Context: an optimization exercise on an open-source flow, tuned for small area and a short achievable clock period. The choices shown serve that exercise and are no tape-out recipe. The RTL was checked by simulation tests, not by an equivalence proof against the original design. No activity file was given, so power comes from the tool's default toggle rates.

File: flow/config.mk
export PLATFORM = sky130hd
export DESIGN_NAME = MAC
export DESIGN_NICKNAME = MAC
export VERILOG_FILES = /design/flow/design.v
export SDC_FILE = /design/flow/constraint.sdc
export NUM_CORES = 4
export LEC_CHECK = 0
export CAP_MARGIN = 20
export CORE_MARGIN = 2
export CORE_UTILIZATION = 60
export CTS_BUF_LIST = sky130_fd_sc_hd__clkbuf_4 sky130_fd_sc_hd__clkbuf_8
export PLACE_DENSITY = 0.7
export SLEW_MARGIN = 20
File: flow/constraint.sdc
create_clock -name core_clock -period 12.0 [get_ports {i_clk}]
set_input_delay 2.4000 -clock core_clock [delete_from_list [all_inputs] [get_ports {i_clk}]]
set_output_delay 2.4000 -clock core_clock [all_outputs]
set_load 0.01 [all_outputs]
File: flow/design.v
module MAC #(parameter ABIT = 16, BBIT = 16, EBIT = 8)
(
	i_clk,
	i_a, i_b, i_loadVal,
	i_load, i_add, i_useMul,
	o_result
);
	input i_clk, i_load, i_add, i_useMul;
	input signed [15:0] i_a;
	input signed [15:0] i_b;
	input signed [39:0] i_loadVal;
	output signed [39:0] o_result;
  reg [39:0] S;
  reg [27:0] C;   
  wire one1;
  wire two2;
  wire neg3;
  wire x4;
  wire x5;
  wire x6;
  wire x7;
  wire x8;
  wire x9;
  wire x10;
  wire x11;
  wire x12;
  wire x13;
  wire x14;
  wire x15;
  wire x16;
  wire x17;
  wire x18;
  wire x19;
  wire pp20;
  wire pp21;
  wire pp22;
  wire pp23;
  wire pp24;
  wire pp25;
  wire pp26;
  wire pp27;
  wire pp28;
  wire pp29;
  wire pp30;
  wire pp31;
  wire pp32;
  wire pp33;
  wire pp34;
  wire pp35;
  wire pp36;
  wire pp37;
  wire negc38;
  wire one39;
  wire two40;
  wire neg41;
  wire x42;
  wire x43;
  wire x44;
  wire x45;
  wire x46;
  wire x47;
  wire x48;
  wire x49;
  wire x50;
  wire x51;
  wire x52;
  wire x53;
  wire x54;
  wire x55;
  wire x56;
  wire x57;
  wire pp58;
  wire pp59;
  wire pp60;
  wire pp61;
  wire pp62;
  wire pp63;
  wire pp64;
  wire pp65;
  wire pp66;
  wire pp67;
  wire pp68;
  wire pp69;
  wire pp70;
  wire pp71;
  wire pp72;
  wire pp73;
  wire pp74;
  wire pp75;
  wire negc76;
  wire one77;
  wire two78;
  wire neg79;
  wire x80;
  wire x81;
  wire x82;
  wire x83;
  wire x84;
  wire x85;
  wire x86;
  wire x87;
  wire x88;
  wire x89;
  wire x90;
  wire x91;
  wire x92;
  wire x93;
  wire x94;
  wire x95;
  wire pp96;
  wire pp97;
  wire pp98;
  wire pp99;
  wire pp100;
  wire pp101;
  wire pp102;
  wire pp103;
  wire pp104;
  wire pp105;
  wire pp106;
  wire pp107;
  wire pp108;
  wire pp109;
  wire pp110;
  wire pp111;
  wire pp112;
  wire pp113;
  wire negc114;
  wire one115;
  wire two116;
  wire neg117;
  wire x118;
  wire x119;
  wire x120;
  wire x121;
  wire x122;
  wire x123;
  wire x124;
  wire x125;
  wire x126;
  wire x127;
  wire x128;
  wire x129;
  wire x130;
  wire x131;
  wire x132;
  wire x133;
  wire pp134;
  wire pp135;
  wire pp136;
  wire pp137;
  wire pp138;
  wire pp139;
  wire pp140;
  wire pp141;
  wire pp142;
  wire pp143;
  wire pp144;
  wire pp145;
  wire pp146;
  wire pp147;
  wire pp148;
  wire pp149;
  wire pp150;
  wire pp151;
  wire negc152;
  wire one153;
  wire two154;
  wire neg155;
  wire x156;
  wire x157;
  wire x158;
  wire x159;
  wire x160;
  wire x161;
  wire x162;
  wire x163;
  wire x164;
  wire x165;
  wire x166;
  wire x167;
  wire x168;
  wire x169;
  wire x170;
  wire x171;
  wire pp172;
  wire pp173;
  wire pp174;
  wire pp175;
  wire pp176;
  wire pp177;
  wire pp178;
  wire pp179;
  wire pp180;
  wire pp181;
  wire pp182;
  wire pp183;
  wire pp184;
  wire pp185;
  wire pp186;
  wire pp187;
  wire pp188;
  wire pp189;
  wire negc190;
  wire one191;
  wire two192;
  wire neg193;
  wire x194;
  wire x195;
  wire x196;
  wire x197;
  wire x198;
  wire x199;
  wire x200;
  wire x201;
  wire x202;
  wire x203;
  wire x204;
  wire x205;
  wire x206;
  wire x207;
  wire x208;
  wire x209;
  wire pp210;
  wire pp211;
  wire pp212;
  wire pp213;
  wire pp214;
  wire pp215;
  wire pp216;
  wire pp217;
  wire pp218;
  wire pp219;
  wire pp220;
  wire pp221;
  wire pp222;
  wire pp223;
  wire pp224;
  wire pp225;
  wire pp226;
  wire pp227;
  wire negc228;
  wire one229;
  wire two230;
  wire neg231;
  wire x232;
  wire x233;
  wire x234;
  wire x235;
  wire x236;
  wire x237;
  wire x238;
  wire x239;
  wire x240;
  wire x241;
  wire x242;
  wire x243;
  wire x244;
  wire x245;
  wire x246;
  wire x247;
  wire pp248;
  wire pp249;
  wire pp250;
  wire pp251;
  wire pp252;
  wire pp253;
  wire pp254;
  wire pp255;
  wire pp256;
  wire pp257;
  wire pp258;
  wire pp259;
  wire pp260;
  wire pp261;
  wire pp262;
  wire pp263;
  wire pp264;
  wire pp265;
  wire negc266;
  wire one267;
  wire two268;
  wire neg269;
  wire x270;
  wire x271;
  wire x272;
  wire x273;
  wire x274;
  wire x275;
  wire x276;
  wire x277;
  wire x278;
  wire x279;
  wire x280;
  wire x281;
  wire x282;
  wire x283;
  wire x284;
  wire x285;
  wire pp286;
  wire pp287;
  wire pp288;
  wire pp289;
  wire pp290;
  wire pp291;
  wire pp292;
  wire pp293;
  wire pp294;
  wire pp295;
  wire pp296;
  wire pp297;
  wire pp298;
  wire pp299;
  wire pp300;
  wire pp301;
  wire pp302;
  wire pp303;
  wire negc304;
  wire base305;
  wire base306;
  wire base307;
  wire base308;
  wire base309;
  wire base310;
  wire base311;
  wire base312;
  wire base313;
  wire base314;
  wire base315;
  wire base316;
  wire base317;
  wire base318;
  wire base319;
  wire base320;
  wire base321;
  wire base322;
  wire base323;
  wire base324;
  wire base325;
  wire base326;
  wire base327;
  wire base328;
  wire base329;
  wire base330;
  wire base331;
  wire base332;
  wire base333;
  wire base334;
  wire base335;
  wire base336;
  wire base337;
  wire base338;
  wire base339;
  wire base340;
  wire base341;
  wire base342;
  wire base343;
  wire base344;
  wire [7:0] btop345;
  wire n346;
  wire n347;
  wire n348;
  wire n349;
  wire n350;
  wire n351;
  wire n352;
  wire n353;
  wire n354;
  wire n355;
  wire n356;
  wire n357;
  wire n358;
  wire n359;
  wire n360;
  wire n361;
  wire n362;
  wire n363;
  wire n364;
  wire n365;
  wire n366;
  wire n367;
  wire n368;
  wire n369;
  wire n370;
  wire n371;
  wire n372;
  wire n373;
  wire n374;
  wire n375;
  wire n376;
  wire n377;
  wire n378;
  wire n379;
  wire n380;
  wire n381;
  wire n382;
  wire n383;
  wire n384;
  wire n385;
  wire n386;
  wire n387;
  wire n388;
  wire n389;
  wire n390;
  wire n391;
  wire n392;
  wire n393;
  wire n394;
  wire n395;
  wire n396;
  wire n397;
  wire n398;
  wire n399;
  wire n400;
  wire n401;
  wire n402;
  wire n403;
  wire n404;
  wire n405;
  wire n406;
  wire n407;
  wire n408;
  wire n409;
  wire n410;
  wire n411;
  wire n412;
  wire n413;
  wire n414;
  wire n415;
  wire n416;
  wire n417;
  wire n418;
  wire n419;
  wire n420;
  wire n421;
  wire n422;
  wire n423;
  wire n424;
  wire n425;
  wire n426;
  wire n427;
  wire n428;
  wire n429;
  wire n430;
  wire n431;
  wire n432;
  wire n433;
  wire n434;
  wire n435;
  wire n436;
  wire n437;
  wire n438;
  wire n439;
  wire n440;
  wire n441;
  wire n442;
  wire n443;
  wire n444;
  wire n445;
  wire n446;
  wire n447;
  wire n448;
  wire n449;
  wire n450;
  wire n451;
  wire n452;
  wire n453;
  wire n454;
  wire n455;
  wire n456;
  wire n457;
  wire n458;
  wire n459;
  wire n460;
  wire n461;
  wire n462;
  wire n463;
  wire n464;
  wire n465;
  wire n466;
  wire n467;
  wire n468;
  wire n469;
  wire n470;
  wire n471;
  wire n472;
  wire n473;
  wire n474;
  wire n475;
  wire n476;
  wire n477;
  wire n478;
  wire n479;
  wire n480;
  wire n481;
  wire n482;
  wire n483;
  wire n484;
  wire n485;
  wire n486;
  wire n487;
  wire n488;
  wire n489;
  wire n490;
  wire n491;
  wire n492;
  wire n493;
  wire n494;
  wire n495;
  wire n496;
  wire n497;
  wire n498;
  wire n499;
  wire n500;
  wire n501;
  wire n502;
  wire n503;
  wire n504;
  wire n505;
  wire n506;
  wire n507;
  wire n508;
  wire n509;
  wire n510;
  wire n511;
  wire n512;
  wire n513;
  wire n514;
  wire n515;
  wire n516;
  wire n517;
  wire n518;
  wire n519;
  wire n520;
  wire n521;
  wire n522;
  wire n523;
  wire n524;
  wire n525;
  wire n526;
  wire n527;
  wire n528;
  wire n529;
  wire n530;
  wire n531;
  wire n532;
  wire n533;
  wire n534;
  wire n535;
  wire n536;
  wire n537;
  wire n538;
  wire n539;
  wire n540;
  wire n541;
  wire n542;
  wire n543;
  wire n544;
  wire n545;
  wire n546;
  wire n547;
  wire n548;
  wire n549;
  wire n550;
  wire n551;
  wire n552;
  wire n553;
  wire n554;
  wire n555;
  wire n556;
  wire n557;
  wire n558;
  wire n559;
  wire n560;
  wire n561;
  wire n562;
  wire n563;
  wire n564;
  wire n565;
  wire n566;
  wire n567;
  wire n568;
  wire n569;
  wire n570;
  wire n571;
  wire n572;
  wire n573;
  wire n574;
  wire n575;
  wire n576;
  wire n577;
  wire n578;
  wire n579;
  wire n580;
  wire n581;
  wire n582;
  wire n583;
  wire n584;
  wire n585;
  wire n586;
  wire n587;
  wire n588;
  wire n589;
  wire n590;
  wire n591;
  wire n592;
  wire n593;
  wire n594;
  wire n595;
  wire n596;
  wire n597;
  wire n598;
  wire n599;
  wire n600;
  wire n601;
  wire n602;
  wire n603;
  wire n604;
  wire n605;
  wire n606;
  wire n607;
  wire n608;
  wire n609;
  wire n610;
  wire n611;
  wire n612;
  wire n613;
  wire n614;
  wire n615;
  wire n616;
  wire n617;
  wire n618;
  wire n619;
  wire n620;
  wire n621;
  wire n622;
  wire n623;
  wire n624;
  wire n625;
  wire n626;
  wire n627;
  wire n628;
  wire n629;
  wire n630;
  wire n631;
  wire n632;
  wire n633;
  assign one1 = i_useMul & i_b[0];
  assign two2 = i_useMul & i_b[1] & ~i_b[0];
  assign neg3 = i_b[1] ^ ~i_add;
  assign x4 = i_a[0] ^ neg3;
  assign x5 = i_a[1] ^ neg3;
  assign x6 = i_a[2] ^ neg3;
  assign x7 = i_a[3] ^ neg3;
  assign x8 = i_a[4] ^ neg3;
  assign x9 = i_a[5] ^ neg3;
  assign x10 = i_a[6] ^ neg3;
  assign x11 = i_a[7] ^ neg3;
  assign x12 = i_a[8] ^ neg3;
  assign x13 = i_a[9] ^ neg3;
  assign x14 = i_a[10] ^ neg3;
  assign x15 = i_a[11] ^ neg3;
  assign x16 = i_a[12] ^ neg3;
  assign x17 = i_a[13] ^ neg3;
  assign x18 = i_a[14] ^ neg3;
  assign x19 = i_a[15] ^ neg3;
  assign pp20 = (one1 & x4) | (two2 & neg3);
  assign pp21 = (one1 & x5) | (two2 & x4);
  assign pp22 = (one1 & x6) | (two2 & x5);
  assign pp23 = (one1 & x7) | (two2 & x6);
  assign pp24 = (one1 & x8) | (two2 & x7);
  assign pp25 = (one1 & x9) | (two2 & x8);
  assign pp26 = (one1 & x10) | (two2 & x9);
  assign pp27 = (one1 & x11) | (two2 & x10);
  assign pp28 = (one1 & x12) | (two2 & x11);
  assign pp29 = (one1 & x13) | (two2 & x12);
  assign pp30 = (one1 & x14) | (two2 & x13);
  assign pp31 = (one1 & x15) | (two2 & x14);
  assign pp32 = (one1 & x16) | (two2 & x15);
  assign pp33 = (one1 & x17) | (two2 & x16);
  assign pp34 = (one1 & x18) | (two2 & x17);
  assign pp35 = (one1 & x19) | (two2 & x18);
  assign pp36 = (one1 & x19) | (two2 & x19);
  assign pp37 = ~pp36;
  assign negc38 = neg3 & (one1 | two2);
  assign one39 = i_useMul & (i_b[2] ^ i_b[1]);
  assign two40 = i_useMul & ((i_b[3] & ~i_b[2] & ~i_b[1]) | (~i_b[3] & i_b[2] & i_b[1]));
  assign neg41 = i_b[3] ^ ~i_add;
  assign x42 = i_a[0] ^ neg41;
  assign x43 = i_a[1] ^ neg41;
  assign x44 = i_a[2] ^ neg41;
  assign x45 = i_a[3] ^ neg41;
  assign x46 = i_a[4] ^ neg41;
  assign x47 = i_a[5] ^ neg41;
  assign x48 = i_a[6] ^ neg41;
  assign x49 = i_a[7] ^ neg41;
  assign x50 = i_a[8] ^ neg41;
  assign x51 = i_a[9] ^ neg41;
  assign x52 = i_a[10] ^ neg41;
  assign x53 = i_a[11] ^ neg41;
  assign x54 = i_a[12] ^ neg41;
  assign x55 = i_a[13] ^ neg41;
  assign x56 = i_a[14] ^ neg41;
  assign x57 = i_a[15] ^ neg41;
  assign pp58 = (one39 & x42) | (two40 & neg41);
  assign pp59 = (one39 & x43) | (two40 & x42);
  assign pp60 = (one39 & x44) | (two40 & x43);
  assign pp61 = (one39 & x45) | (two40 & x44);
  assign pp62 = (one39 & x46) | (two40 & x45);
  assign pp63 = (one39 & x47) | (two40 & x46);
  assign pp64 = (one39 & x48) | (two40 & x47);
  assign pp65 = (one39 & x49) | (two40 & x48);
  assign pp66 = (one39 & x50) | (two40 & x49);
  assign pp67 = (one39 & x51) | (two40 & x50);
  assign pp68 = (one39 & x52) | (two40 & x51);
  assign pp69 = (one39 & x53) | (two40 & x52);
  assign pp70 = (one39 & x54) | (two40 & x53);
  assign pp71 = (one39 & x55) | (two40 & x54);
  assign pp72 = (one39 & x56) | (two40 & x55);
  assign pp73 = (one39 & x57) | (two40 & x56);
  assign pp74 = (one39 & x57) | (two40 & x57);
  assign pp75 = ~pp74;
  assign negc76 = neg41 & (one39 | two40);
  assign one77 = i_useMul & (i_b[4] ^ i_b[3]);
  assign two78 = i_useMul & ((i_b[5] & ~i_b[4] & ~i_b[3]) | (~i_b[5] & i_b[4] & i_b[3]));
  assign neg79 = i_b[5] ^ ~i_add;
  assign x80 = i_a[0] ^ neg79;
  assign x81 = i_a[1] ^ neg79;
  assign x82 = i_a[2] ^ neg79;
  assign x83 = i_a[3] ^ neg79;
  assign x84 = i_a[4] ^ neg79;
  assign x85 = i_a[5] ^ neg79;
  assign x86 = i_a[6] ^ neg79;
  assign x87 = i_a[7] ^ neg79;
  assign x88 = i_a[8] ^ neg79;
  assign x89 = i_a[9] ^ neg79;
  assign x90 = i_a[10] ^ neg79;
  assign x91 = i_a[11] ^ neg79;
  assign x92 = i_a[12] ^ neg79;
  assign x93 = i_a[13] ^ neg79;
  assign x94 = i_a[14] ^ neg79;
  assign x95 = i_a[15] ^ neg79;
  assign pp96 = (one77 & x80) | (two78 & neg79);
  assign pp97 = (one77 & x81) | (two78 & x80);
  assign pp98 = (one77 & x82) | (two78 & x81);
  assign pp99 = (one77 & x83) | (two78 & x82);
  assign pp100 = (one77 & x84) | (two78 & x83);
  assign pp101 = (one77 & x85) | (two78 & x84);
  assign pp102 = (one77 & x86) | (two78 & x85);
  assign pp103 = (one77 & x87) | (two78 & x86);
  assign pp104 = (one77 & x88) | (two78 & x87);
  assign pp105 = (one77 & x89) | (two78 & x88);
  assign pp106 = (one77 & x90) | (two78 & x89);
  assign pp107 = (one77 & x91) | (two78 & x90);
  assign pp108 = (one77 & x92) | (two78 & x91);
  assign pp109 = (one77 & x93) | (two78 & x92);
  assign pp110 = (one77 & x94) | (two78 & x93);
  assign pp111 = (one77 & x95) | (two78 & x94);
  assign pp112 = (one77 & x95) | (two78 & x95);
  assign pp113 = ~pp112;
  assign negc114 = neg79 & (one77 | two78);
  assign one115 = i_useMul & (i_b[6] ^ i_b[5]);
  assign two116 = i_useMul & ((i_b[7] & ~i_b[6] & ~i_b[5]) | (~i_b[7] & i_b[6] & i_b[5]));
  assign neg117 = i_b[7] ^ ~i_add;
  assign x118 = i_a[0] ^ neg117;
  assign x119 = i_a[1] ^ neg117;
  assign x120 = i_a[2] ^ neg117;
  assign x121 = i_a[3] ^ neg117;
  assign x122 = i_a[4] ^ neg117;
  assign x123 = i_a[5] ^ neg117;
  assign x124 = i_a[6] ^ neg117;
  assign x125 = i_a[7] ^ neg117;
  assign x126 = i_a[8] ^ neg117;
  assign x127 = i_a[9] ^ neg117;
  assign x128 = i_a[10] ^ neg117;
  assign x129 = i_a[11] ^ neg117;
  assign x130 = i_a[12] ^ neg117;
  assign x131 = i_a[13] ^ neg117;
  assign x132 = i_a[14] ^ neg117;
  assign x133 = i_a[15] ^ neg117;
  assign pp134 = (one115 & x118) | (two116 & neg117);
  assign pp135 = (one115 & x119) | (two116 & x118);
  assign pp136 = (one115 & x120) | (two116 & x119);
  assign pp137 = (one115 & x121) | (two116 & x120);
  assign pp138 = (one115 & x122) | (two116 & x121);
  assign pp139 = (one115 & x123) | (two116 & x122);
  assign pp140 = (one115 & x124) | (two116 & x123);
  assign pp141 = (one115 & x125) | (two116 & x124);
  assign pp142 = (one115 & x126) | (two116 & x125);
  assign pp143 = (one115 & x127) | (two116 & x126);
  assign pp144 = (one115 & x128) | (two116 & x127);
  assign pp145 = (one115 & x129) | (two116 & x128);
  assign pp146 = (one115 & x130) | (two116 & x129);
  assign pp147 = (one115 & x131) | (two116 & x130);
  assign pp148 = (one115 & x132) | (two116 & x131);
  assign pp149 = (one115 & x133) | (two116 & x132);
  assign pp150 = (one115 & x133) | (two116 & x133);
  assign pp151 = ~pp150;
  assign negc152 = neg117 & (one115 | two116);
  assign one153 = i_useMul & (i_b[8] ^ i_b[7]);
  assign two154 = i_useMul & ((i_b[9] & ~i_b[8] & ~i_b[7]) | (~i_b[9] & i_b[8] & i_b[7]));
  assign neg155 = i_b[9] ^ ~i_add;
  assign x156 = i_a[0] ^ neg155;
  assign x157 = i_a[1] ^ neg155;
  assign x158 = i_a[2] ^ neg155;
  assign x159 = i_a[3] ^ neg155;
  assign x160 = i_a[4] ^ neg155;
  assign x161 = i_a[5] ^ neg155;
  assign x162 = i_a[6] ^ neg155;
  assign x163 = i_a[7] ^ neg155;
  assign x164 = i_a[8] ^ neg155;
  assign x165 = i_a[9] ^ neg155;
  assign x166 = i_a[10] ^ neg155;
  assign x167 = i_a[11] ^ neg155;
  assign x168 = i_a[12] ^ neg155;
  assign x169 = i_a[13] ^ neg155;
  assign x170 = i_a[14] ^ neg155;
  assign x171 = i_a[15] ^ neg155;
  assign pp172 = (one153 & x156) | (two154 & neg155);
  assign pp173 = (one153 & x157) | (two154 & x156);
  assign pp174 = (one153 & x158) | (two154 & x157);
  assign pp175 = (one153 & x159) | (two154 & x158);
  assign pp176 = (one153 & x160) | (two154 & x159);
  assign pp177 = (one153 & x161) | (two154 & x160);
  assign pp178 = (one153 & x162) | (two154 & x161);
  assign pp179 = (one153 & x163) | (two154 & x162);
  assign pp180 = (one153 & x164) | (two154 & x163);
  assign pp181 = (one153 & x165) | (two154 & x164);
  assign pp182 = (one153 & x166) | (two154 & x165);
  assign pp183 = (one153 & x167) | (two154 & x166);
  assign pp184 = (one153 & x168) | (two154 & x167);
  assign pp185 = (one153 & x169) | (two154 & x168);
  assign pp186 = (one153 & x170) | (two154 & x169);
  assign pp187 = (one153 & x171) | (two154 & x170);
  assign pp188 = (one153 & x171) | (two154 & x171);
  assign pp189 = ~pp188;
  assign negc190 = neg155 & (one153 | two154);
  assign one191 = i_useMul & (i_b[10] ^ i_b[9]);
  assign two192 = i_useMul & ((i_b[11] & ~i_b[10] & ~i_b[9]) | (~i_b[11] & i_b[10] & i_b[9]));
  assign neg193 = i_b[11] ^ ~i_add;
  assign x194 = i_a[0] ^ neg193;
  assign x195 = i_a[1] ^ neg193;
  assign x196 = i_a[2] ^ neg193;
  assign x197 = i_a[3] ^ neg193;
  assign x198 = i_a[4] ^ neg193;
  assign x199 = i_a[5] ^ neg193;
  assign x200 = i_a[6] ^ neg193;
  assign x201 = i_a[7] ^ neg193;
  assign x202 = i_a[8] ^ neg193;
  assign x203 = i_a[9] ^ neg193;
  assign x204 = i_a[10] ^ neg193;
  assign x205 = i_a[11] ^ neg193;
  assign x206 = i_a[12] ^ neg193;
  assign x207 = i_a[13] ^ neg193;
  assign x208 = i_a[14] ^ neg193;
  assign x209 = i_a[15] ^ neg193;
  assign pp210 = (one191 & x194) | (two192 & neg193);
  assign pp211 = (one191 & x195) | (two192 & x194);
  assign pp212 = (one191 & x196) | (two192 & x195);
  assign pp213 = (one191 & x197) | (two192 & x196);
  assign pp214 = (one191 & x198) | (two192 & x197);
  assign pp215 = (one191 & x199) | (two192 & x198);
  assign pp216 = (one191 & x200) | (two192 & x199);
  assign pp217 = (one191 & x201) | (two192 & x200);
  assign pp218 = (one191 & x202) | (two192 & x201);
  assign pp219 = (one191 & x203) | (two192 & x202);
  assign pp220 = (one191 & x204) | (two192 & x203);
  assign pp221 = (one191 & x205) | (two192 & x204);
  assign pp222 = (one191 & x206) | (two192 & x205);
  assign pp223 = (one191 & x207) | (two192 & x206);
  assign pp224 = (one191 & x208) | (two192 & x207);
  assign pp225 = (one191 & x209) | (two192 & x208);
  assign pp226 = (one191 & x209) | (two192 & x209);
  assign pp227 = ~pp226;
  assign negc228 = neg193 & (one191 | two192);
  assign one229 = i_useMul & (i_b[12] ^ i_b[11]);
  assign two230 = i_useMul & ((i_b[13] & ~i_b[12] & ~i_b[11]) | (~i_b[13] & i_b[12] & i_b[11]));
  assign neg231 = i_b[13] ^ ~i_add;
  assign x232 = i_a[0] ^ neg231;
  assign x233 = i_a[1] ^ neg231;
  assign x234 = i_a[2] ^ neg231;
  assign x235 = i_a[3] ^ neg231;
  assign x236 = i_a[4] ^ neg231;
  assign x237 = i_a[5] ^ neg231;
  assign x238 = i_a[6] ^ neg231;
  assign x239 = i_a[7] ^ neg231;
  assign x240 = i_a[8] ^ neg231;
  assign x241 = i_a[9] ^ neg231;
  assign x242 = i_a[10] ^ neg231;
  assign x243 = i_a[11] ^ neg231;
  assign x244 = i_a[12] ^ neg231;
  assign x245 = i_a[13] ^ neg231;
  assign x246 = i_a[14] ^ neg231;
  assign x247 = i_a[15] ^ neg231;
  assign pp248 = (one229 & x232) | (two230 & neg231);
  assign pp249 = (one229 & x233) | (two230 & x232);
  assign pp250 = (one229 & x234) | (two230 & x233);
  assign pp251 = (one229 & x235) | (two230 & x234);
  assign pp252 = (one229 & x236) | (two230 & x235);
  assign pp253 = (one229 & x237) | (two230 & x236);
  assign pp254 = (one229 & x238) | (two230 & x237);
  assign pp255 = (one229 & x239) | (two230 & x238);
  assign pp256 = (one229 & x240) | (two230 & x239);
  assign pp257 = (one229 & x241) | (two230 & x240);
  assign pp258 = (one229 & x242) | (two230 & x241);
  assign pp259 = (one229 & x243) | (two230 & x242);
  assign pp260 = (one229 & x244) | (two230 & x243);
  assign pp261 = (one229 & x245) | (two230 & x244);
  assign pp262 = (one229 & x246) | (two230 & x245);
  assign pp263 = (one229 & x247) | (two230 & x246);
  assign pp264 = (one229 & x247) | (two230 & x247);
  assign pp265 = ~pp264;
  assign negc266 = neg231 & (one229 | two230);
  assign one267 = i_useMul & (i_b[14] ^ i_b[13]);
  assign two268 = i_useMul & ((i_b[15] & ~i_b[14] & ~i_b[13]) | (~i_b[15] & i_b[14] & i_b[13]));
  assign neg269 = i_b[15] ^ ~i_add;
  assign x270 = i_a[0] ^ neg269;
  assign x271 = i_a[1] ^ neg269;
  assign x272 = i_a[2] ^ neg269;
  assign x273 = i_a[3] ^ neg269;
  assign x274 = i_a[4] ^ neg269;
  assign x275 = i_a[5] ^ neg269;
  assign x276 = i_a[6] ^ neg269;
  assign x277 = i_a[7] ^ neg269;
  assign x278 = i_a[8] ^ neg269;
  assign x279 = i_a[9] ^ neg269;
  assign x280 = i_a[10] ^ neg269;
  assign x281 = i_a[11] ^ neg269;
  assign x282 = i_a[12] ^ neg269;
  assign x283 = i_a[13] ^ neg269;
  assign x284 = i_a[14] ^ neg269;
  assign x285 = i_a[15] ^ neg269;
  assign pp286 = (one267 & x270) | (two268 & neg269);
  assign pp287 = (one267 & x271) | (two268 & x270);
  assign pp288 = (one267 & x272) | (two268 & x271);
  assign pp289 = (one267 & x273) | (two268 & x272);
  assign pp290 = (one267 & x274) | (two268 & x273);
  assign pp291 = (one267 & x275) | (two268 & x274);
  assign pp292 = (one267 & x276) | (two268 & x275);
  assign pp293 = (one267 & x277) | (two268 & x276);
  assign pp294 = (one267 & x278) | (two268 & x277);
  assign pp295 = (one267 & x279) | (two268 & x278);
  assign pp296 = (one267 & x280) | (two268 & x279);
  assign pp297 = (one267 & x281) | (two268 & x280);
  assign pp298 = (one267 & x282) | (two268 & x281);
  assign pp299 = (one267 & x283) | (two268 & x282);
  assign pp300 = (one267 & x284) | (two268 & x283);
  assign pp301 = (one267 & x285) | (two268 & x284);
  assign pp302 = (one267 & x285) | (two268 & x285);
  assign pp303 = ~pp302;
  assign negc304 = neg269 & (one267 | two268);
  assign base305 = i_load ? i_loadVal[0] : o_result[0];
  assign base306 = i_load ? i_loadVal[1] : o_result[1];
  assign base307 = i_load ? i_loadVal[2] : o_result[2];
  assign base308 = i_load ? i_loadVal[3] : o_result[3];
  assign base309 = i_load ? i_loadVal[4] : o_result[4];
  assign base310 = i_load ? i_loadVal[5] : o_result[5];
  assign base311 = i_load ? i_loadVal[6] : o_result[6];
  assign base312 = i_load ? i_loadVal[7] : o_result[7];
  assign base313 = i_load ? i_loadVal[8] : o_result[8];
  assign base314 = i_load ? i_loadVal[9] : o_result[9];
  assign base315 = i_load ? i_loadVal[10] : o_result[10];
  assign base316 = i_load ? i_loadVal[11] : o_result[11];
  assign base317 = i_load ? i_loadVal[12] : o_result[12];
  assign base318 = i_load ? i_loadVal[13] : o_result[13];
  assign base319 = i_load ? i_loadVal[14] : o_result[14];
  assign base320 = i_load ? i_loadVal[15] : o_result[15];
  assign base321 = i_load ? i_loadVal[16] : o_result[16];
  assign base322 = i_load ? i_loadVal[17] : o_result[17];
  assign base323 = i_load ? i_loadVal[18] : o_result[18];
  assign base324 = i_load ? i_loadVal[19] : o_result[19];
  assign base325 = i_load ? i_loadVal[20] : o_result[20];
  assign base326 = i_load ? i_loadVal[21] : o_result[21];
  assign base327 = i_load ? i_loadVal[22] : o_result[22];
  assign base328 = i_load ? i_loadVal[23] : o_result[23];
  assign base329 = i_load ? i_loadVal[24] : o_result[24];
  assign base330 = i_load ? i_loadVal[25] : o_result[25];
  assign base331 = i_load ? i_loadVal[26] : o_result[26];
  assign base332 = i_load ? i_loadVal[27] : o_result[27];
  assign base333 = i_load ? i_loadVal[28] : o_result[28];
  assign base334 = i_load ? i_loadVal[29] : o_result[29];
  assign base335 = i_load ? i_loadVal[30] : o_result[30];
  assign base336 = i_load ? i_loadVal[31] : o_result[31];
  assign base337 = i_load ? i_loadVal[32] : o_result[32];
  assign base338 = i_load ? i_loadVal[33] : o_result[33];
  assign base339 = i_load ? i_loadVal[34] : o_result[34];
  assign base340 = i_load ? i_loadVal[35] : o_result[35];
  assign base341 = i_load ? i_loadVal[36] : o_result[36];
  assign base342 = i_load ? i_loadVal[37] : o_result[37];
  assign base343 = i_load ? i_loadVal[38] : o_result[38];
  assign base344 = i_load ? i_loadVal[39] : o_result[39];
  assign btop345 = {base344, base343, base342, base341, base340, base339, base338, base337} + 8'd255;
  assign n346 = base305 ^ pp20 ^ negc38;
  assign n347 = (base305 & pp20) | (base305 & negc38) | (pp20 & negc38);
  assign n348 = base306 ^ pp21 ^ n347;
  assign n349 = (base306 & pp21) | (base306 & n347) | (pp21 & n347);
  assign n350 = base307 ^ pp22 ^ pp58;
  assign n351 = (base307 & pp22) | (base307 & pp58) | (pp22 & pp58);
  assign n352 = negc76 ^ n350 ^ n349;
  assign n353 = (negc76 & n350) | (negc76 & n349) | (n350 & n349);
  assign n354 = base308 ^ pp23 ^ pp59;
  assign n355 = (base308 & pp23) | (base308 & pp59) | (pp23 & pp59);
  assign n356 = n351 ^ n354 ^ n353;
  assign n357 = (n351 & n354) | (n351 & n353) | (n354 & n353);
  assign n358 = base309 ^ pp24 ^ pp60;
  assign n359 = (base309 & pp24) | (base309 & pp60) | (pp24 & pp60);
  assign n360 = pp96 ^ negc114 ^ n355;
  assign n361 = (pp96 & negc114) | (pp96 & n355) | (negc114 & n355);
  assign n362 = n358 ^ n360;
  assign n363 = n358 & n360;
  assign n364 = base310 ^ pp25 ^ pp61;
  assign n365 = (base310 & pp25) | (base310 & pp61) | (pp25 & pp61);
  assign n366 = pp97 ^ n359 ^ n364;
  assign n367 = (pp97 & n359) | (pp97 & n364) | (n359 & n364);
  assign n368 = n361 ^ n366;
  assign n369 = n361 & n366;
  assign n370 = base311 ^ pp26 ^ pp62;
  assign n371 = (base311 & pp26) | (base311 & pp62) | (pp26 & pp62);
  assign n372 = pp98 ^ pp134 ^ negc152;
  assign n373 = (pp98 & pp134) | (pp98 & negc152) | (pp134 & negc152);
  assign n374 = n365 ^ n370 ^ n372;
  assign n375 = (n365 & n370) | (n365 & n372) | (n370 & n372);
  assign n376 = n367 ^ n374;
  assign n377 = n367 & n374;
  assign n378 = base312 ^ pp27 ^ pp63;
  assign n379 = (base312 & pp27) | (base312 & pp63) | (pp27 & pp63);
  assign n380 = pp99 ^ pp135 ^ n371;
  assign n381 = (pp99 & pp135) | (pp99 & n371) | (pp135 & n371);
  assign n382 = n373 ^ n378 ^ n380;
  assign n383 = (n373 & n378) | (n373 & n380) | (n378 & n380);
  assign n384 = n375 ^ n377;
  assign n385 = n375 & n377;
  assign n386 = base313 ^ pp28 ^ pp64;
  assign n387 = (base313 & pp28) | (base313 & pp64) | (pp28 & pp64);
  assign n388 = pp100 ^ pp136 ^ pp172;
  assign n389 = (pp100 & pp136) | (pp100 & pp172) | (pp136 & pp172);
  assign n390 = negc190 ^ n379 ^ n386;
  assign n391 = (negc190 & n379) | (negc190 & n386) | (n379 & n386);
  assign n392 = n388 ^ n381 ^ n390;
  assign n393 = (n388 & n381) | (n388 & n390) | (n381 & n390);
  assign n394 = n383 ^ n385;
  assign n395 = n383 & n385;
  assign n396 = base314 ^ pp29 ^ pp65;
  assign n397 = (base314 & pp29) | (base314 & pp65) | (pp29 & pp65);
  assign n398 = pp101 ^ pp137 ^ pp173;
  assign n399 = (pp101 & pp137) | (pp101 & pp173) | (pp137 & pp173);
  assign n400 = n387 ^ n389 ^ n396;
  assign n401 = (n387 & n389) | (n387 & n396) | (n389 & n396);
  assign n402 = n398 ^ n391 ^ n400;
  assign n403 = (n398 & n391) | (n398 & n400) | (n391 & n400);
  assign n404 = n393 ^ n402;
  assign n405 = n393 & n402;
  assign n406 = base315 ^ pp30 ^ pp66;
  assign n407 = (base315 & pp30) | (base315 & pp66) | (pp30 & pp66);
  assign n408 = pp102 ^ pp138 ^ pp174;
  assign n409 = (pp102 & pp138) | (pp102 & pp174) | (pp138 & pp174);
  assign n410 = pp210 ^ negc228 ^ n397;
  assign n411 = (pp210 & negc228) | (pp210 & n397) | (negc228 & n397);
  assign n412 = n399 ^ n406 ^ n408;
  assign n413 = (n399 & n406) | (n399 & n408) | (n406 & n408);
  assign n414 = n410 ^ n401 ^ n412;
  assign n415 = (n410 & n401) | (n410 & n412) | (n401 & n412);
  assign n416 = n403 ^ n414;
  assign n417 = n403 & n414;
  assign n418 = base316 ^ pp31 ^ pp67;
  assign n419 = (base316 & pp31) | (base316 & pp67) | (pp31 & pp67);
  assign n420 = pp103 ^ pp139 ^ pp175;
  assign n421 = (pp103 & pp139) | (pp103 & pp175) | (pp139 & pp175);
  assign n422 = pp211 ^ n407 ^ n409;
  assign n423 = (pp211 & n407) | (pp211 & n409) | (n407 & n409);
  assign n424 = n418 ^ n420 ^ n411;
  assign n425 = (n418 & n420) | (n418 & n411) | (n420 & n411);
  assign n426 = n422 ^ n413 ^ n424;
  assign n427 = (n422 & n413) | (n422 & n424) | (n413 & n424);
  assign n428 = n415 ^ n417;
  assign n429 = n415 & n417;
  assign n430 = base317 ^ pp32 ^ pp68;
  assign n431 = (base317 & pp32) | (base317 & pp68) | (pp32 & pp68);
  assign n432 = pp104 ^ pp140 ^ pp176;
  assign n433 = (pp104 & pp140) | (pp104 & pp176) | (pp140 & pp176);
  assign n434 = pp212 ^ pp248 ^ negc266;
  assign n435 = (pp212 & pp248) | (pp212 & negc266) | (pp248 & negc266);
  assign n436 = n419 ^ n421 ^ n430;
  assign n437 = (n419 & n421) | (n419 & n430) | (n421 & n430);
  assign n438 = n432 ^ n434 ^ n423;
  assign n439 = (n432 & n434) | (n432 & n423) | (n434 & n423);
  assign n440 = n436 ^ n425 ^ n438;
  assign n441 = (n436 & n425) | (n436 & n438) | (n425 & n438);
  assign n442 = n427 ^ n440;
  assign n443 = n427 & n440;
  assign n444 = base318 ^ pp33 ^ pp69;
  assign n445 = (base318 & pp33) | (base318 & pp69) | (pp33 & pp69);
  assign n446 = pp105 ^ pp141 ^ pp177;
  assign n447 = (pp105 & pp141) | (pp105 & pp177) | (pp141 & pp177);
  assign n448 = pp213 ^ pp249 ^ n431;
  assign n449 = (pp213 & pp249) | (pp213 & n431) | (pp249 & n431);
  assign n450 = n433 ^ n435 ^ n444;
  assign n451 = (n433 & n435) | (n433 & n444) | (n435 & n444);
  assign n452 = n446 ^ n448 ^ n437;
  assign n453 = (n446 & n448) | (n446 & n437) | (n448 & n437);
  assign n454 = n450 ^ n439 ^ n452;
  assign n455 = (n450 & n439) | (n450 & n452) | (n439 & n452);
  assign n456 = n441 ^ n454;
  assign n457 = n441 & n454;
  assign n458 = base319 ^ pp34 ^ pp70;
  assign n459 = (base319 & pp34) | (base319 & pp70) | (pp34 & pp70);
  assign n460 = pp106 ^ pp142 ^ pp178;
  assign n461 = (pp106 & pp142) | (pp106 & pp178) | (pp142 & pp178);
  assign n462 = pp214 ^ pp250 ^ pp286;
  assign n463 = (pp214 & pp250) | (pp214 & pp286) | (pp250 & pp286);
  assign n464 = negc304 ^ n445 ^ n447;
  assign n465 = (negc304 & n445) | (negc304 & n447) | (n445 & n447);
  assign n466 = n458 ^ n460 ^ n462;
  assign n467 = (n458 & n460) | (n458 & n462) | (n460 & n462);
  assign n468 = n449 ^ n464 ^ n451;
  assign n469 = (n449 & n464) | (n449 & n451) | (n464 & n451);
  assign n470 = n466 ^ n453 ^ n468;
  assign n471 = (n466 & n453) | (n466 & n468) | (n453 & n468);
  assign n472 = n455 ^ n470;
  assign n473 = n455 & n470;
  assign n474 = base320 ^ pp35 ^ pp71;
  assign n475 = (base320 & pp35) | (base320 & pp71) | (pp35 & pp71);
  assign n476 = pp107 ^ pp143 ^ pp179;
  assign n477 = (pp107 & pp143) | (pp107 & pp179) | (pp143 & pp179);
  assign n478 = pp215 ^ pp251 ^ pp287;
  assign n479 = (pp215 & pp251) | (pp215 & pp287) | (pp251 & pp287);
  assign n480 = n459 ^ n461 ^ n463;
  assign n481 = (n459 & n461) | (n459 & n463) | (n461 & n463);
  assign n482 = n474 ^ n476 ^ n478;
  assign n483 = (n474 & n476) | (n474 & n478) | (n476 & n478);
  assign n484 = n465 ^ n480 ^ n467;
  assign n485 = (n465 & n480) | (n465 & n467) | (n480 & n467);
  assign n486 = n482 ^ n469 ^ n484;
  assign n487 = (n482 & n469) | (n482 & n484) | (n469 & n484);
  assign n488 = n471 ^ n486;
  assign n489 = n471 & n486;
  assign n490 = ~(base321 ^ pp37);
  assign n491 = base321 | pp37;
  assign n492 = pp72 ^ pp108 ^ pp144;
  assign n493 = (pp72 & pp108) | (pp72 & pp144) | (pp108 & pp144);
  assign n494 = pp180 ^ pp216 ^ pp252;
  assign n495 = (pp180 & pp216) | (pp180 & pp252) | (pp216 & pp252);
  assign n496 = pp288 ^ n490 ^ n475;
  assign n497 = (pp288 & n490) | (pp288 & n475) | (n490 & n475);
  assign n498 = n477 ^ n479 ^ n492;
  assign n499 = (n477 & n479) | (n477 & n492) | (n479 & n492);
  assign n500 = n494 ^ n481 ^ n496;
  assign n501 = (n494 & n481) | (n494 & n496) | (n481 & n496);
  assign n502 = n483 ^ n498 ^ n485;
  assign n503 = (n483 & n498) | (n483 & n485) | (n498 & n485);
  assign n504 = n500 ^ n487 ^ n502;
  assign n505 = (n500 & n487) | (n500 & n502) | (n487 & n502);
  assign n506 = ~(base322 ^ pp73);
  assign n507 = base322 | pp73;
  assign n508 = pp109 ^ pp145 ^ pp181;
  assign n509 = (pp109 & pp145) | (pp109 & pp181) | (pp145 & pp181);
  assign n510 = pp217 ^ pp253 ^ pp289;
  assign n511 = (pp217 & pp253) | (pp217 & pp289) | (pp253 & pp289);
  assign n512 = n491 ^ n506 ^ n493;
  assign n513 = (n491 & n506) | (n491 & n493) | (n506 & n493);
  assign n514 = n495 ^ n508 ^ n510;
  assign n515 = (n495 & n508) | (n495 & n510) | (n508 & n510);
  assign n516 = n497 ^ n512 ^ n499;
  assign n517 = (n497 & n512) | (n497 & n499) | (n512 & n499);
  assign n518 = n514 ^ n501 ^ n516;
  assign n519 = (n514 & n501) | (n514 & n516) | (n501 & n516);
  assign n520 = n503 ^ n518;
  assign n521 = n503 & n518;
  assign n522 = base323 ^ pp75 ^ pp110;
  assign n523 = (base323 & pp75) | (base323 & pp110) | (pp75 & pp110);
  assign n524 = pp146 ^ pp182 ^ pp218;
  assign n525 = (pp146 & pp182) | (pp146 & pp218) | (pp182 & pp218);
  assign n526 = pp254 ^ pp290 ^ n507;
  assign n527 = (pp254 & pp290) | (pp254 & n507) | (pp290 & n507);
  assign n528 = n509 ^ n511 ^ n522;
  assign n529 = (n509 & n511) | (n509 & n522) | (n511 & n522);
  assign n530 = n524 ^ n526 ^ n513;
  assign n531 = (n524 & n526) | (n524 & n513) | (n526 & n513);
  assign n532 = n515 ^ n528 ^ n530;
  assign n533 = (n515 & n528) | (n515 & n530) | (n528 & n530);
  assign n534 = n517 ^ n532 ^ n519;
  assign n535 = (n517 & n532) | (n517 & n519) | (n532 & n519);
  assign n536 = ~(base324 ^ pp111);
  assign n537 = base324 | pp111;
  assign n538 = pp147 ^ pp183 ^ pp219;
  assign n539 = (pp147 & pp183) | (pp147 & pp219) | (pp183 & pp219);
  assign n540 = pp255 ^ pp291 ^ n536;
  assign n541 = (pp255 & pp291) | (pp255 & n536) | (pp291 & n536);
  assign n542 = n523 ^ n525 ^ n538;
  assign n543 = (n523 & n525) | (n523 & n538) | (n525 & n538);
  assign n544 = n527 ^ n540 ^ n529;
  assign n545 = (n527 & n540) | (n527 & n529) | (n540 & n529);
  assign n546 = n542 ^ n531 ^ n544;
  assign n547 = (n542 & n531) | (n542 & n544) | (n531 & n544);
  assign n548 = n533 ^ n546;
  assign n549 = n533 & n546;
  assign n550 = base325 ^ pp113 ^ pp148;
  assign n551 = (base325 & pp113) | (base325 & pp148) | (pp113 & pp148);
  assign n552 = pp184 ^ pp220 ^ pp256;
  assign n553 = (pp184 & pp220) | (pp184 & pp256) | (pp220 & pp256);
  assign n554 = pp292 ^ n537 ^ n539;
  assign n555 = (pp292 & n537) | (pp292 & n539) | (n537 & n539);
  assign n556 = n550 ^ n552 ^ n541;
  assign n557 = (n550 & n552) | (n550 & n541) | (n552 & n541);
  assign n558 = n554 ^ n543 ^ n556;
  assign n559 = (n554 & n543) | (n554 & n556) | (n543 & n556);
  assign n560 = n545 ^ n558 ^ n547;
  assign n561 = (n545 & n558) | (n545 & n547) | (n558 & n547);
  assign n562 = ~(base326 ^ pp149);
  assign n563 = base326 | pp149;
  assign n564 = pp185 ^ pp221 ^ pp257;
  assign n565 = (pp185 & pp221) | (pp185 & pp257) | (pp221 & pp257);
  assign n566 = pp293 ^ n562 ^ n551;
  assign n567 = (pp293 & n562) | (pp293 & n551) | (n562 & n551);
  assign n568 = n553 ^ n564 ^ n555;
  assign n569 = (n553 & n564) | (n553 & n555) | (n564 & n555);
  assign n570 = n566 ^ n557 ^ n568;
  assign n571 = (n566 & n557) | (n566 & n568) | (n557 & n568);
  assign n572 = n559 ^ n570;
  assign n573 = n559 & n570;
  assign n574 = base327 ^ pp151 ^ pp186;
  assign n575 = (base327 & pp151) | (base327 & pp186) | (pp151 & pp186);
  assign n576 = pp222 ^ pp258 ^ pp294;
  assign n577 = (pp222 & pp258) | (pp222 & pp294) | (pp258 & pp294);
  assign n578 = n563 ^ n565 ^ n574;
  assign n579 = (n563 & n565) | (n563 & n574) | (n565 & n574);
  assign n580 = n576 ^ n567 ^ n578;
  assign n581 = (n576 & n567) | (n576 & n578) | (n567 & n578);
  assign n582 = n569 ^ n580 ^ n571;
  assign n583 = (n569 & n580) | (n569 & n571) | (n580 & n571);
  assign n584 = ~(base328 ^ pp187);
  assign n585 = base328 | pp187;
  assign n586 = pp223 ^ pp259 ^ pp295;
  assign n587 = (pp223 & pp259) | (pp223 & pp295) | (pp259 & pp295);
  assign n588 = n584 ^ n575 ^ n577;
  assign n589 = (n584 & n575) | (n584 & n577) | (n575 & n577);
  assign n590 = n586 ^ n588 ^ n579;
  assign n591 = (n586 & n588) | (n586 & n579) | (n588 & n579);
  assign n592 = n581 ^ n590;
  assign n593 = n581 & n590;
  assign n594 = base329 ^ pp189 ^ pp224;
  assign n595 = (base329 & pp189) | (base329 & pp224) | (pp189 & pp224);
  assign n596 = pp260 ^ pp296 ^ n585;
  assign n597 = (pp260 & pp296) | (pp260 & n585) | (pp296 & n585);
  assign n598 = n587 ^ n594 ^ n596;
  assign n599 = (n587 & n594) | (n587 & n596) | (n594 & n596);
  assign n600 = n589 ^ n598 ^ n591;
  assign n601 = (n589 & n598) | (n589 & n591) | (n598 & n591);
  assign n602 = ~(base330 ^ pp225);
  assign n603 = base330 | pp225;
  assign n604 = pp261 ^ pp297 ^ n602;
  assign n605 = (pp261 & pp297) | (pp261 & n602) | (pp297 & n602);
  assign n606 = n595 ^ n597 ^ n604;
  assign n607 = (n595 & n597) | (n595 & n604) | (n597 & n604);
  assign n608 = n599 ^ n606;
  assign n609 = n599 & n606;
  assign n610 = base331 ^ pp227 ^ pp262;
  assign n611 = (base331 & pp227) | (base331 & pp262) | (pp227 & pp262);
  assign n612 = pp298 ^ n603 ^ n610;
  assign n613 = (pp298 & n603) | (pp298 & n610) | (n603 & n610);
  assign n614 = n605 ^ n612 ^ n607;
  assign n615 = (n605 & n612) | (n605 & n607) | (n612 & n607);
  assign n616 = ~(base332 ^ pp263);
  assign n617 = base332 | pp263;
  assign n618 = pp299 ^ n616 ^ n611;
  assign n619 = (pp299 & n616) | (pp299 & n611) | (n616 & n611);
  assign n620 = n618 ^ n613;
  assign n621 = n618 & n613;
  assign n622 = base333 ^ pp265 ^ pp300;
  assign n623 = (base333 & pp265) | (base333 & pp300) | (pp265 & pp300);
  assign n624 = n617 ^ n622 ^ n619;
  assign n625 = (n617 & n622) | (n617 & n619) | (n622 & n619);
  assign n626 = ~(base334 ^ pp301);
  assign n627 = base334 | pp301;
  assign n628 = n626 ^ n623;
  assign n629 = n626 & n623;
  assign n630 = base335 ^ pp303 ^ n627;
  assign n631 = (base335 & pp303) | (base335 & n627) | (pp303 & n627);
  assign n632 = ~(base336 ^ n631);
  assign n633 = base336 | n631;
  assign o_result = S + {1'b0, 1'b0, 1'b0, 1'b0, 1'b0, 1'b0, 1'b0, C[27], 1'b0, C[26], C[25], C[24], C[23], C[22], C[21], C[20], C[19], C[18], C[17], C[16], C[15], C[14], C[13], C[12], C[11], C[10], C[9], C[8], C[7], C[6], C[5], C[4], C[3], C[2], C[1], C[0], 1'b0, 1'b0, 1'b0, 1'b0};
  always @(posedge i_clk) begin
    S <= {btop345[7], btop345[6], btop345[5], btop345[4], btop345[3], btop345[2], btop345[1], btop345[0], n632, n629, n628, n621, n620, n609, n608, n593, n592, n573, n572, n549, n535, n521, n505, n489, n473, n457, n443, n429, n426, n405, n395, n392, n382, n369, n363, n362, n356, n352, n348, n346};
    C <= {n633, n630, n625, n624, n615, n614, n601, n600, n583, n582, n561, n560, n548, n534, n520, n504, n488, n472, n456, n442, n428, n416, n404, n394, n384, n376, n368, n357};
  end
endmodule
File: flow/flow/run.sh
#!/bin/bash
set -euo pipefail
export BUFFER_PORTS_ARGS="-buffer_cell sky130_fd_sc_hd__buf_2"
export SYNTH_ARGS="-noabc"
export SETUP_SLACK_MARGIN=6.5
bash standard.sh > standard.log 2>&1
File: flow/standard.sh
#!/bin/bash
# synth_recipe.tcl (not shown) runs the flow's synth.tcl, then flattens the netlist and writes it again
# the make line also repeats each setting of config.mk as NAME=value (left out here)
make -C /OpenROAD-flow-scripts/flow DESIGN_CONFIG=/design/flow/config.mk WORK_HOME=/design/flow/orfs CLKGATE_MAP_FILE= SYNTH_SCRIPT=/design/flow/synth_recipe.tcl "${@:-finish}"
==> reports/qor.yml, run 1 <==
critical_path.slowest_cell: "sky130_fd_sc_hd__fa_1"
drt-pass1-iter-count: 5
postSynth.asyncResetShare_pct: 0
initial_utilization_pct: 61.65
cp.required_ns: 12.25
worst_slew_pin_slew_ns: 0.6232
worst_skew_pair.late_latency_ns: 0.38
synth_cells: 1024
worst-r2r-cell-count: 16
reg2reg_from: "C[0]"
maximum_number_of_pins_on_one_net_before_global_route_repair: 39
cp_num_cells: 13
min_path_type: "reg -> reg"
grt_use_total_pct: 31.15
max_slew_margin_pct: 58.35
design.portCount: 116
insertedDiodeCount: 0
cts_made_buffers: 9
worst_setup_path_endpoint: "C[7]"
met3_wirelength_um: 1800
final-seq-area_mm2: 0.001361
timing.final.hold_violations: 0
synth_seq_area_share_pct: 14.47
antenna_found_initial: 0
min_period_over_period_pct: 45.50
number_of_design_rule_violations_left_after_detail_routing: 0
wirelength_met1_um: 11540
cp-end-kind: "flip-flop"
status: "timing/DRC/antenna clean"
grt_pass1_wl_um: 39510
first_global_vias: 7487
finish.instance_area_mm2: 0.01107
width_of_the_die_um: 129.2
multi_input_area_mm2: 0.008044
p_total_mw: 2.818
setup_total_negative_slack_ns: 0
synth_area_in_compound_gates_pct: 16.48
postSynth.topFlopCell: "sky130_fd_sc_hd__dfxtp_1"
final_setup_violation_count: 0
critical_path.max_fanout: 11
critical_register_to_register_path_endpoint: "C[16]"
path_cells: "buf_2, buf_12, and2_4, nor2_4, buf_4, xnor2_1, a22oi_1, nor2b_1, fa_1, fa_1, fa_1, ha_1, ha_1"
core_area_mm2: 0.01526
slowest_delay_ns: 0.49
cts_num_sinks: 68
drt-wirelength-per-cell_um: 18.85
synthSimpleGateAreaFrac_pct: 9.683
fp-row-count: 45
syn_avg_cell_area_um2: 9.186
cts_hold_repair.buffers: 0
skew_ns: 0.01604
yosys.cell_count.top_type: "sky130_fd_sc_hd__xnor2_1"
synth.largest_area_cell: "sky130_fd_sc_hd__fa_1"
maxClockFrequency_ghz: 0.1832
global_placement_routability_congestion: 0.9414
wl_met2_um: 11010
cts_tree: "yes"
detail_route.vias_per_cell: 5.939
top_layer_used: "met4"
share_of_post_route_cells_with_drive_strength_above_1_pct: 25.91
netlist.area_leader.share_pct: 24.90
clk_pin_slew_ns: 0.08
final-max-slew-violation-count: 0
synth_xor_xnor_area_share_pct: 18.25
iteration_0_drc_count_of_the_detailed_router: 579
power_leakage_nw: 4.776
area_delta_synth_final_pct: 17.68
worstSetupStartpointType: "input pin"
yosys-mux-area-fraction_pct: 3.551
startpoint: "i_add"
critical_path_buffers_and_inverters: 3
htree_num_levels: 3
ant_nets: 0
cts-root-buf: "sky130_fd_sc_hd__clkbuf_8"
fp.dieArea_mm2: 0.01670
final_wirelength_um: 25220
grt-ovfl-total: 0
final_core_utilization_pct: 72.55
r2r_slack_ns: 7.05
buffer_levels_on_the_longest_clock_path: 2
synth-seq-cells: 68
synthTopCellsByArea: "sky130_fd_sc_hd__fa_1, sky130_fd_sc_hd__dfxtp_1, sky130_fd_sc_hd__xnor2_1"
synth_warnings: 1
syn-cell-area_mm2: 0.009407
num_vias: 7947
die_h_um: 129.2
worst_hold_path.num_cells: 2
detailedPlacementHpwl_um: 19720
synth_enable_flop_cells: 0
cp_top_family: "adder cells"
worstSetupPathType: "in -> reg"
placement.cell_area_mm2: 0.01026
max_cap_viol_count: 0
postSynthNetCount: 1274
unrepaired_setup_endpoints_after_global_routing: "yes"
pwr_density_cell_mw_per_mm2: 254.6
port-buffer-count: 115
final.fill_count: 1209
largest_family_of_logic_cells_by_synthesized_area: "adder cells"
critical-path-top-cell-by-count: "sky130_fd_sc_hd__fa_1"
ir_drop_uv: 181.0
synthTopCellsByCount: "sky130_fd_sc_hd__xnor2_1, sky130_fd_sc_hd__fa_1, sky130_fd_sc_hd__o22ai_1"
cp.arrival_ns: 5.71
adder_cell_share_of_the_synthesized_area_pct: 32.48
synthDistinctLibCells: 59
final_period_minus_worst_setup_slack_ns: 5.460
design.final.nets: 1372
## registers in the layout (all words and copies together) (netlist names)
register  cells
C            28
S            40
## routing by layer
layer	vias up	GRT usage [%]
li1	3727	-
met1	3816	45.05
met2	349	47.31
met3	55	4.913
met4	0	11.96
met5	-	0
## area by class of cell
class / instances / area share [%]
Clock buffer: 10 / 1.187
Multi-Input combinational cell: 833 / 72.67
Tap cell: 211 / 2.385
Sequential cell: 68 / 12.30
Timing Repair Buffer: 164 / 9.280
Clock inverter: 6 / 0.5765
Inverter: 46 / 1.605
## per-stage QoR
step,instances,hold WS [ns],setup WS [ns]
after detailed placement,1275,0.6260,5.539
after floorplan,1024,0.6146,6.176
final,1338,0.6461,6.540
after global placement,1275,0.6265,5.600
after global routing,1338,0.6965,6.472
after CTS,1325,0.6449,6.518
## worst min-delay path by stage
stage	start	to	slack (ns)
floorplan	S[0]	S[0]	0.61
global placement	S[0]	S[0]	0.63
detailed placement	S[0]	S[0]	0.63
CTS	S[0]	S[0]	0.64
global route	S[0]	S[0]	0.70
finish	S[0]	S[0]	0.65
## cell families after synthesis
family	after synthesis
multiplexers	32
buffers and inverters	123
AND/OR/NAND/NOR	190
flip-flops	68
adder cells (fa/ha/maj)	174
AO/OA/AOI/OAI	241
XOR/XNOR	196
## placed cells by master (no fill, tap or decap), types with 36 or more instances in the layout
master                    synthesis  layout
sky130_fd_sc_hd__dfxtp_1         68      68
sky130_fd_sc_hd__buf_4            4      44
sky130_fd_sc_hd__xor2_1          47      47
sky130_fd_sc_hd__o22ai_1         92      86
sky130_fd_sc_hd__xnor2_1        149     136
sky130_fd_sc_hd__ha_1            57      54
sky130_fd_sc_hd__fa_2             0      39
sky130_fd_sc_hd__nand2_1         77      63
sky130_fd_sc_hd__a21oi_1         38      36
sky130_fd_sc_hd__nor2_1          39      38
sky130_fd_sc_hd__inv_1           45      45
sky130_fd_sc_hd__buf_2            1     113
sky130_fd_sc_hd__fa_1           117      78
## repair_timing
action / CTS / global route
endpoints found under the setup margin: 42 / 22
buffers inserted: 33 / 13
gates resized for setup: 28 / 28
cloned: 1 / 0
pin swaps: 12 / 12
## where the power goes
part | leakage [nW] | internal (mW) | switching, mW | total, mW
Sequential | 0.569 | 0.368 | 0.0450 | 0.413
Clock | 0.0961 | 0.0983 | 0.0997 | 0.198
Combinational | 4.11 | 0.967 | 1.24 | 2.21
Total | 4.78 | 1.43 | 1.38 | 2.82
## worst register-to-register path: cells and delay by family, from the launching register on
family / cells / cell delay, ns
muxes: 1 / 0.25
AOI/OAI and AO/OA: 3 / 0.58
xor gates and xnor gates: 1 / 0.19
adders and majority gates: 7 / 2.85
and+or+nand+nor: 3 / 0.67
DFF: 1 / 0.31
buffers and inverters: 1 / 0.05
==> run 2: changes to the inputs <==
--- a/flow/config.mk
+++ b/flow/config.mk
@@ -9,5 +9,5 @@
 export CORE_MARGIN = 2
 export CORE_UTILIZATION = 60
 export CTS_BUF_LIST = sky130_fd_sc_hd__clkbuf_4 sky130_fd_sc_hd__clkbuf_8
-export PLACE_DENSITY = 0.7
+export PLACE_DENSITY = 0.75
 export SLEW_MARGIN = 20
==> reports/qor.yml, run 2 <==
design.final.nets: 1389  # was 1372
synth_enable_flop_cells: 0  # unchanged
fp.dieArea_mm2: 0.01670  # unchanged
maxClockFrequency_ghz: 0.1828  # was 0.1832 GHz
ant_nets: 0  # unchanged
min_period_over_period_pct: 45.58  # was 45.50%
min_path_type: "reg -> reg"  # unchanged
cp-end-kind: "flip-flop"  # unchanged
yosys.cell_count.top_type: "sky130_fd_sc_hd__xnor2_1"  # unchanged
initial_utilization_pct: 61.65  # unchanged
critical_register_to_register_path_endpoint: "C[16]"  # unchanged
slowest_delay_ns: 0.58  # was 0.49 ns
syn_avg_cell_area_um2: 9.186  # unchanged
cts_made_buffers: 9  # unchanged
antenna_found_initial: 0  # unchanged
synth_cells: 1024  # unchanged
synth_warnings: 1  # unchanged
core_area_mm2: 0.01526  # unchanged
synthDistinctLibCells: 59  # unchanged
worst-r2r-cell-count: 16  # unchanged
critical_path.max_fanout: 7  # was 11
critical_path.slowest_cell: "sky130_fd_sc_hd__fa_2"  # was sky130_fd_sc_hd__fa_1
postSynth.asyncResetShare_pct: 0  # unchanged
iteration_0_drc_count_of_the_detailed_router: 623  # was 579
switchingPower_mw: 1.408  # was 1.385 mW
timing.final.hold_violations: 0  # unchanged
synthTopCellsByCount: "sky130_fd_sc_hd__xnor2_1, sky130_fd_sc_hd__fa_1, sky130_fd_sc_hd__o22ai_1"  # unchanged
grt_pass1_wl_um: 39760  # was 39510 um
grt-ovfl-total: 0  # unchanged
final_period_minus_worst_setup_slack_ns: 5.469  # was 5.460 ns
multi_input_area_mm2: 0.008083  # was 0.008044 mm^2
cp_num_cells: 13  # unchanged
postSynth.topFlopCell: "sky130_fd_sc_hd__dfxtp_1"  # unchanged
startpoint: "i_add"  # unchanged
number_of_design_rule_violations_left_after_detail_routing: 0  # unchanged
max_slew_margin_pct: 51.04  # was 58.35%
netlist.area_leader.share_pct: 24.90  # unchanged
detail_route.vias_per_cell: 6.002  # was 5.939
synthTopCellsByArea: "sky130_fd_sc_hd__fa_1, sky130_fd_sc_hd__dfxtp_1, sky130_fd_sc_hd__xnor2_1"  # unchanged
synth-seq-cells: 68  # unchanged
worst_skew_pair.late_latency_ns: 0.39  # was 0.38 ns
setup_total_negative_slack_ns: 0  # unchanged
cp_top_family: "adder cells"  # unchanged
switching_share_of_power_pct: 48.27  # was 49.14%
num_vias: 8133  # was 7947
drt-wirelength-per-cell_um: 19.50  # was 18.85 um
final_setup_violation_count: 0  # unchanged
internal_power_component_mw: 1.509  # was 1.433 mW
leading_registers_by_flop_count: "S (40), C (28)"  # unchanged
p_total_mw: 2.916  # was 2.818 mW
first_global_vias: 7687  # was 7487
insertedDiodeCount: 0  # unchanged
status: "timing/DRC/antenna clean"  # unchanged
synth.largest_area_cell: "sky130_fd_sc_hd__fa_1"  # unchanged
seq_power_share_pct: 14.2  # was 14.6%
flip_flop_count_of_the_largest_register_all_copies_and_words_added: 40  # unchanged
syn-cell-area_mm2: 0.009407  # unchanged
critical_path_buffers_and_inverters: 3  # unchanged
skew_ns: 0.01773  # was 0.01604 ns
final.fill_count: 1100  # was 1209
clockPowerShare_pct: 8.5  # was 7.0%
cts_num_sinks: 68  # unchanged
die_h_um: 129.2  # unchanged
cp.required_ns: 12.26  # was 12.25 ns
r2r_slack_ns: 7.14  # was 7.05 ns
unrepaired_setup_endpoints_after_global_routing: "yes"  # unchanged
maximum_number_of_pins_on_one_net_before_global_route_repair: 39  # unchanged
share_of_post_route_cells_with_drive_strength_above_1_pct: 27.62  # was 25.91%
final_wirelength_um: 26420  # was 25220 um
worst_setup_path_endpoint: "C[8]"  # was C[7]
worst_hold_path.num_cells: 2  # unchanged
postSynthNetCount: 1274  # unchanged
width_of_the_die_um: 129.2  # unchanged
path_cells: "buf_6, buf_12, and2_4, nor2_4, buf_6, xnor2_1, a22oi_1, nor2b_2, fa_1, fa_2, fa_2, fa_1, ha_1"  # was buf_2, buf_12, and2_4, nor2_4, buf_4, xnor2_1, a22oi_1, nor2b_1, fa_1, fa_1, fa_1, ha_1, ha_1
synth_seq_area_share_pct: 14.47  # unchanged
clk_pin_slew_ns: 0.08  # about the same
area_delta_synth_final_pct: 20.86  # was 17.68%
mostFrequentLayoutCells: "sky130_fd_sc_hd__xnor2_1, sky130_fd_sc_hd__buf_2, sky130_fd_sc_hd__o22ai_1"  # unchanged
cp.arrival_ns: 5.73  # was 5.71 ns
final-max-slew-violation-count: 0  # unchanged
final-seq-area_mm2: 0.001361  # unchanged
cts_tree: "yes"  # unchanged
buffer_levels_on_the_longest_clock_path: 2  # unchanged
power_leakage_nw: 4.932  # was 4.776 nW
drt-pass1-iter-count: 5  # unchanged
top_register: "S"  # unchanged
combPwrFrac_pct: 77.3  # was 78.3%
htree_num_levels: 3  # unchanged
layout_commonest_cell: "sky130_fd_sc_hd__xnor2_1"  # unchanged
design.portCount: 116  # unchanged
cts-root-buf: "sky130_fd_sc_hd__clkbuf_8"  # unchanged
pwr_density_cell_mw_per_mm2: 256.5  # was 254.6 mW/mm^2
grt_use_total_pct: 31.53  # was 31.15%
fp-row-count: 45  # unchanged
global_placement_routability_congestion: 0.9476  # was 0.9414
finish.instance_area_mm2: 0.01137  # was 0.01107 mm^2
worstSetupPathType: "in -> reg"  # unchanged
port-buffer-count: 115  # unchanged
reg2reg_from: "C[0]"  # unchanged
worstSetupStartpointType: "input pin"  # unchanged
worst_slew_pin_slew_ns: 0.7267  # was 0.6232 ns
detailedPlacementHpwl_um: 19850  # was 19720 um
max_cap_viol_count: 0  # unchanged
placement.cell_area_mm2: 0.01026  # unchanged
ir_drop_uv: 195.8  # was 181.0 uV
## run 2: cell counts after synthesis
No cell type changed its count.
## run 2: power by group through the flow
stage,Sequential (mW),Clock (mW),Combinational (mW)
after floorplan,0.404,0,1.58
after global placement,0.414,0,2.07
after detailed placement,0.417,0,2.14
after CTS,0.413,0.253,2.20
after global routing,0.424,0.261,2.56
final,0.414,0.248,2.25
## run 2: how the worst min path moves through the flow
stage	startpoint	to	slack (ns)
3_3_place_gp	S[0]	S[0]	0.63
2_1_floorplan	S[0]	S[0]	0.61
5_1_grt	S[1]	S[1]	0.69
4_1_cts	S[1]	S[1]	0.66
6_report	S[1]	S[1]	0.65
3_5_place_dp	S[1]	S[1]	0.65
## run 2: cell families (layout without fill, tap and decap cells)
| kind of cell | after synthesis | after routing | synth area share, % |
|---|---|---|---|
| flip-flops | 68 | 68 | 14.47 |
| multiplexers | 32 | 32 | 3.551 |
| AO/OA/AOI/OAI | 241 | 241 | 16.48 |
| adder cells (fa/ha/maj) | 174 | 174 | 32.48 |
| buffers and inverters | 123 | 243 | 5.081 |
| XOR/XNOR | 196 | 196 | 18.25 |
| AND/OR/NAND/NOR | 190 | 190 | 9.683 |
## run 2: layout make-up
type,instances,share of cell area (%)
Multi-Input combinational cell,833,71.10
Sequential cell,68,11.97
Timing Repair Buffer,181,10.79
Tap cell,211,2.322
Inverter,46,1.541
Clock buffer,11,1.332
Clock inverter,5,0.9465
## run 2: per-stage QoR
| step | setup WS (ns) | instances | hold WS, ns | utilization (%) |
|---|---|---|---|---|
| finish | 6.531 | 1355 | 0.6511 | 74.51 |
| global route | 6.460 | 1355 | 0.6856 | 74.51 |
| CTS | 6.509 | 1321 | 0.6587 | 71.41 |
| detailed placement | 5.504 | 1275 | 0.6471 | 67.27 |
| global placement | 5.586 | 1275 | 0.6287 | 67.27 |
| floorplan | 6.176 | 1024 | 0.6146 | - |
## run 2: per-layer routing
| layer | routed length (um) | share of wire [%] | GRT usage [%] |
|---|---|---|---|
| met5 | 0 | 0 | 0 |
| met4 | 1279 | 4.8 | 15.09 |
| met3 | 2112 | 8.0 | 6.441 |
| met2 | 11670 | 44 | 47.93 |
| met1 | 11350 | 43 | 43.35 |
## run 2: repair_timing
action / CTS / global route
resized for setup: 25 / 51
pin swaps: 9 / 28
cloned: 1 / 1
setup buffers: 29 / 33
endpoints found under the setup margin: 41 / 28
hold buffers: 0 / 0
## run 2: worst register-to-register path, cell delays in order (launching register included)
cell and delay [ns]:
sky130_fd_sc_hd__dfxtp_1 0.33, sky130_fd_sc_hd__ha_2 0.21, sky130_fd_sc_hd__fa_2 0.40, sky130_fd_sc_hd__a211oi_2 0.25, sky130_fd_sc_hd__o211a_1 0.28, sky130_fd_sc_hd__a2111oi_4 0.07, sky130_fd_sc_hd__or2_2 0.32, sky130_fd_sc_hd__and3_1 0.20
sky130_fd_sc_hd__nor2_1 0.11, sky130_fd_sc_hd__xnor2_1 0.15, sky130_fd_sc_hd__mux2i_1 0.20, sky130_fd_sc_hd__fa_1 0.54, sky130_fd_sc_hd__inv_1 0.05, sky130_fd_sc_hd__fa_2 0.34, sky130_fd_sc_hd__fa_1 0.49, sky130_fd_sc_hd__fa_2 0.36
sky130_fd_sc_hd__fa_2 0.53

-- afterwards: timing with drivers on the ports --
How much do the figures lean on ideal ports? The routed layouts below were timed once more, with nothing changed but the port constraints.
Step 1: set_driving_cell puts a clkbuf_16 on i_clk and a buf_2 on each other input, an assumption about the parent block.
Step 2, shift: input delay + t, output delay - t, t = (earliest + latest rising clock arrival at the registers) / 2. This alone moves slack from input paths to output paths.
Three values: ideal, step 1, step 2; two values: the first two.
run | t (ns) | setup slack, ns | hold slack, ns
run 1 | 0.407 | 6.540 / 6.561 / 6.154 | 0.646 / 0.646 / 0.646
run 2 | 0.417 | 6.531 / 6.534 / 6.117 | 0.651 / 0.651 / 0.651
After both steps setup and hold are still met in every run listed. The setup slack of run 2, which loses most, moves by +0.003 ns with the drivers and by -0.414 ns with both steps.
